This is an optimization exercise on Yosys and OpenROAD, whose aim is small area, a short achievable clock period and few clock cycles per item, not a production implementation.
The RTL was checked by simulation tests, not by an equivalence proof against the original design.

## job 3810
Design mdc_b, start of the top module:
module mdc_b(
    input ld, clk,
    input [31:0] i_a, i_b,
    output [31:0] res,
    output done);
Size: roughly 99 I/O pins, roughly 6900 sq um of cells after synthesis.
Settings: LEC_CHECK=0, ABC_AREA=1, CAP_MARGIN=20, CORE_MARGIN=2, CORE_UTILIZATION=55, GPL_ROUTABILITY_DRIVEN=0, SETUP_SLACK_MARGIN=2.0, SLEW_MARGIN=20; clock period 5.5 ns.
standard.sh (not shown) runs the stock make flow with config.mk's settings and CLKGATE_MAP_FILE= SYNTH_SCRIPT=/design/flow/synth_recipe.tcl, a recipe that flattens the netlist after the stock synthesis.
==> flow/flow/run.sh <==
#!/bin/bash
# The standard layout (standard.sh) with two changes:
#  - the port buffers are sky130_fd_sc_hd__buf_1 (every port still gets one);
#  - clock tree synthesis uses clkbuf_4/clkbuf_8 and inserts no dummy loads.
# The output of the whole run goes to standard.log; ORFS's per-step logs are
# under orfs/logs/.
set -euo pipefail
export BUFFER_PORTS_ARGS="-inputs -outputs -buffer_cell sky130_fd_sc_hd__buf_1"
export CTS_ARGS="-sink_clustering_enable -repair_clock_nets -dont_use_dummy_load -buf_list {sky130_fd_sc_hd__clkbuf_4 sky130_fd_sc_hd__clkbuf_8}"
bash standard.sh > standard.log 2>&1
Testbench counts of job 3810, summed over its fixed seeds: cycles 72,118, items 3,200.
> inputs changed (job 3810 -> job 2255)
# job 3810
export LEC_CHECK = 0
export ABC_AREA = 1
export CAP_MARGIN = 20
export CORE_MARGIN = 2
export CORE_UTILIZATION = 55
export GPL_ROUTABILITY_DRIVEN = 0
export SETUP_SLACK_MARGIN = 2.0
export SLEW_MARGIN = 20
create_clock -name core_clock -period 5.5 [get_ports {clk}]
# job 2255
export LEC_CHECK = 0
export ABC_AREA = 1
export CAP_MARGIN = 20
export CORE_MARGIN = 2
export CORE_UTILIZATION = 50
export PLACE_DENSITY = 0.7
export SETUP_SLACK_MARGIN = 1.9
export SLEW_MARGIN = 20
create_clock -name core_clock -period 5.5 [get_ports {clk}]
Results
Delta (job 2255 minus job 3810): post-layout worst setup margin lower; final-layout worst hold slack roughly the same; cell count higher. [compare] base=job 3810 new=job 2255: share of the clock period used by the worst path after layout has increased, multi-input logic area -about 1%.
## Diff of input files: job 765 against job 2255
# job 2255
export LEC_CHECK = 0
export ABC_AREA = 1
export CAP_MARGIN = 20
export CORE_MARGIN = 2
export CORE_UTILIZATION = 50
export PLACE_DENSITY = 0.7
export SETUP_SLACK_MARGIN = 1.9
export SLEW_MARGIN = 20
create_clock -name core_clock -period 5.5 [get_ports {clk}]
# job 765
export LEC_CHECK = 0
export ABC_AREA = 1
export CAP_MARGIN = 20
export CORE_MARGIN = 2
export CORE_UTILIZATION = 55
export SETUP_SLACK_MARGIN = 2.0
export SLEW_MARGIN = 20
create_clock -name core_clock -period 5.5 [get_ports {clk}]
### Flow results
- Job 765 vs. job 2255: worst path arrival time flat, path length in cells of the critical path shows a reduction of 6, via count shows a reduction of 0.93%, portion of the layout cell area used by non-clock buffers went down 0.18 points.

========
Setup of alpha:
Starting RTL as in the previous note.
Design mdc_b, start of the top module:
module mdc_b(
    input ld, clk,
    input [31:0] i_a, i_b,
    output [31:0] res,
    output done);
Settings: LEC_CHECK=0, ABC_AREA=1, CAP_MARGIN=20, CORE_MARGIN=2, CORE_UTILIZATION=55, SETUP_SLACK_MARGIN=2.2, SLEW_MARGIN=20; clock period 5.5 ns.
Scripts as last shown in full above: flow/flow/run.sh
Testbench counts of alpha, summed over its fixed seeds: cycles 72,118, items 3,200.
Edits applied to the flow inputs when going from alpha to beta:
- SETUP_SLACK_MARGIN changed from 2.2 to 1.9
- CORE_UTILIZATION changed from 55 to 50
Findings:
- The maximum clock frequency of beta is lower than that of alpha.
- When beta is measured against alpha, its post-layout instance count excluding filler cells turns out 1.8% lower.
- Per the comparison of beta with alpha, layout overhead on the synthesized area went down; highest cell delay on the worst timing path went up; final-layout worst hold slack went down; placer congestion estimate went down.
- Worst setup slack in beta vs alpha: down 0.048 ns
Relative to beta, the following input files were edited for gamma:
- SETUP_SLACK_MARGIN now 2.0, was 1.9
- CORE_UTILIZATION now 55, was 50
- SLEW_MARGIN now 0, was 20
- CAP_MARGIN now 0, was 20
### Flow results
Any difference in number of multi-input combinational cells between gamma and beta is small enough to ignore.
Side by side, wire length of the first global-routing pass turned out lower in gamma than in beta.
beta leaves less setup margin than gamma.
Cell count (gamma vs. beta) decreases slightly
Comparing beta and gamma, the lower met2 track utilization from global routing was measured on beta.
Comparing beta and gamma, the higher highest clock frequency the design can meet was measured on gamma.
Maximum fanout along the worst path down 1 in gamma wrt beta
diff inputs: gamma => delta
- SLEW_MARGIN changed from 0 to 20
- SETUP_SLACK_MARGIN changed from 2.0 to 1.9
- CAP_MARGIN changed from 0 to 20
delta vs. gamma: ratio of cells with drive above 1 in the final layout went down by 0.92 points. gamma vs delta, worst setup path startpoint: b[8]$_DFF_P_ vs bo$_DFF_P_. Going from gamma to delta, minimum clock period higher; final cell utilization of the core lower.
Edits applied to the flow inputs when going from delta to epsilon:
- CORE_UTILIZATION now 60, was 55
- SETUP_SLACK_MARGIN now 2.0, was 1.9
## What came out
The average wire length per cell after detail routing number comes out lower for delta vs epsilon.
Looking only at die area, and setting everything else aside, the lower value of delta and epsilon goes to epsilon.
Compared to delta, epsilon has horizontal extent of the die 4.1% lower.
Detailed-route vias per instance: epsilon vs delta up 0.20
Share of the cycle needed by the critical path after routing: epsilon lower than delta
delta and epsilon ended up with roughly the same routed wire length.
On final cell count without fillers, the higher figure sits with delta, not epsilon.
Endpoint required time on the critical path: delta vs epsilon, no meaningful difference

========
v6:
The RTL this note starts from:
==> flow/design.v <==
module mdc_b(
    input ld, clk,
    input [31:0] i_a, i_b,
    output [31:0] res,
    output done);
    reg [31:0] a, b;
    reg [4:0]  k;
    wire bz = (b == 32'd0);
    wire kz = (k == 5'd0);
    wire [31:0] bg  = b & {32{a[0]}};
    wire [31:0] gg = a & ~bg;
    wire [31:0] pp = ~(a ^ bg);
    reg  [31:0] G, P;
    integer i, j;
    always @* begin
        G = gg; P = pp;
        for (i = 1; i <= 5; i = i + 1)
            for (j = (1 << i) - 1; j < 32; j = j + (1 << i)) begin
                G[j] = G[j] | (P[j] & G[j - (1 << (i - 1))]);
                P[j] = P[j] & P[j - (1 << (i - 1))];
            end
        for (i = 5; i > 0; i = i - 1)
            for (j = (1 << i) + (1 << (i - 1)) - 1; j < 32; j = j + (1 << i)) begin
                G[j] = G[j] | (P[j] & G[j - (1 << (i - 1))]);
                P[j] = P[j] & P[j - (1 << (i - 1))];
            end
    end
    wire [32:0] c   = {G | P, 1'b1};
    wire [32:0] d   = {~c[32], pp ^ c[31:0]};
    wire        eq  = P[31];
    wire        neg = d[32];
    wire both_even  = ~a[0] & ~b[0];
    wire [8:0]  x   = (a[8:0] ^ bg[8:0]) | {7'd0, both_even, 1'b0};
    wire [2:0] sh = x[1] ? 3'd0 : x[2] ? 3'd1 : x[3] ? 3'd2 : x[4] ? 3'd3 :
                    x[5] ? 3'd4 : x[6] ? 3'd5 : x[7] ? 3'd6 : 3'd7;
    wire       big = (x[8:1] == 8'd0);
    wire [40:0] yx = {{9{neg}}, d[32:1]} >> sh;
    wire [31:0] ys = yx[31:0];
    wire [31:0] nb = neg ? {~ys[31:1], 1'b1} : ys;
    always @(posedge clk)
        if (ld) begin
            a <= i_a;
            b <= i_b;
            k <= 5'd0;
        end else if (bz) begin
            if (!kz) begin
                a <= {a[30:0], 1'b0};
                k <= k - 5'd1;
            end
        end else if (both_even) begin
            a <= {1'b0, b[31:1]};
            b <= nb;
            k <= k + 5'd1;
        end else if (!b[0] || (neg && big)) begin
            a <= b;
            b <= a;
        end else begin
            if (!neg)
                a <= b;
            b <= nb;
        end
    assign res = a;
    assign done = kz & (bz | (eq & a[0]));
endmodule
make LEC_CHECK=0 CAP_MARGIN=20 CORE_MARGIN=2 CORE_UTILIZATION=40 SETUP_SLACK_MARGIN=1.3 SLEW_MARGIN=20 finish   # period 5.5 ns
run.sh (not shown) runs the stock make flow with config.mk's settings and CLKGATE_MAP_FILE= SYNTH_SCRIPT=/design/flow/synth_recipe.tcl, a recipe that flattens the netlist after the stock synthesis.
Stock flow here: none of the scripts above is used.
v6 finished every stage and its layout cleared the timing, DRC and antenna checks.
Testbench counts of v6, summed over its fixed seeds: cycles 72,118, items 3,200.
Changes in v7 relative to v6:
==> flow/flow/run.sh (new file) <==
#!/bin/bash
# Standard layout, except that the port buffers are the smallest buffer
# (sky130_fd_sc_hd__buf_1) rather than the cell buffer_ports picks by itself.
# Every input and output port still gets its own buffer.
set -o pipefail
export BUFFER_PORTS_ARGS="-inputs -outputs -buffer_cell sky130_fd_sc_hd__buf_1"
bash standard.sh > standard.log 2>&1
==> flow/standard.sh (new file) <==
#!/bin/bash
# synth_recipe.tcl (not shown) runs the flow's synth.tcl, then flattens the netlist and writes it again
# the make line also repeats each setting of config.mk as NAME=value (left out here)
make -C /OpenROAD-flow-scripts/flow DESIGN_CONFIG=/design/flow/config.mk WORK_HOME=/design/flow/orfs CLKGATE_MAP_FILE= SYNTH_SCRIPT=/design/flow/synth_recipe.tcl "${@:-finish}"
removed: flow/run.sh
- Looking at v7 and v6, the worst-case clock buffer depth is a wash.
- v7 against v6: core region area ~0 delta; top achievable clock speed went down; count of plain and timing-repair buffers in the layout went down by 3.7%.
- Delta (v7 minus v6): delay contributed by the slowest stage of the critical path dropped 30 ps, footprint of the multi-input gates shrank by about 1%, worst setup slack decreased by 70 ps relative to the old numbers.
- v7 packs its core looser than v6.
- Higher design area was reported by v6, not v7.

[port drivers added, routing unchanged]
No port has a modelled driver above. Below, the same layouts with a new extraction and two added sets of constraints.
Step 1: set_driving_cell puts a clkbuf_16 on clk and a buf_2 on each other input, an assumption about the parent block.
Step 2 times the ports against the registers' clock, not the clock port: input delays grow and output delays shrink by t, the midpoint of the rising clock arrivals with the driver on.
Three values: no drivers, after step 1, after step 2; two values: the first two.
| run | t (ns) | slack for setup (ns) | cell pins on the clock port's net |
|---|---|---|---|
| job 3810 | 0.370 | 2.095 / 2.064 / 2.259 | 1 |
| job 2255 | 0.382 | 2.036 / 2.002 / 2.109 | 1 |
| job 765 | 0.372 | 2.050 / 2.019 / 2.256 | 1 |
| alpha | 0.403 | 2.084 / 2.047 / 2.234 | 1 |
| beta | 0.381 | 2.036 / 2.003 / 2.104 | 1 |
| gamma | 0.374 | 2.099 / 2.069 / 2.225 | 1 |
| delta | 0.376 | 2.029 / 1.999 / 2.133 | 1 |
| epsilon | 0.369 | 2.098 / 2.067 / 2.216 | 1 |
| v6 | 0.388 | 1.484 / 1.441 / 1.530 | 1 |
| v7 | 0.376 | 1.413 / 1.375 / 1.428 | 1 |
After both steps setup and hold are still met in every run listed.
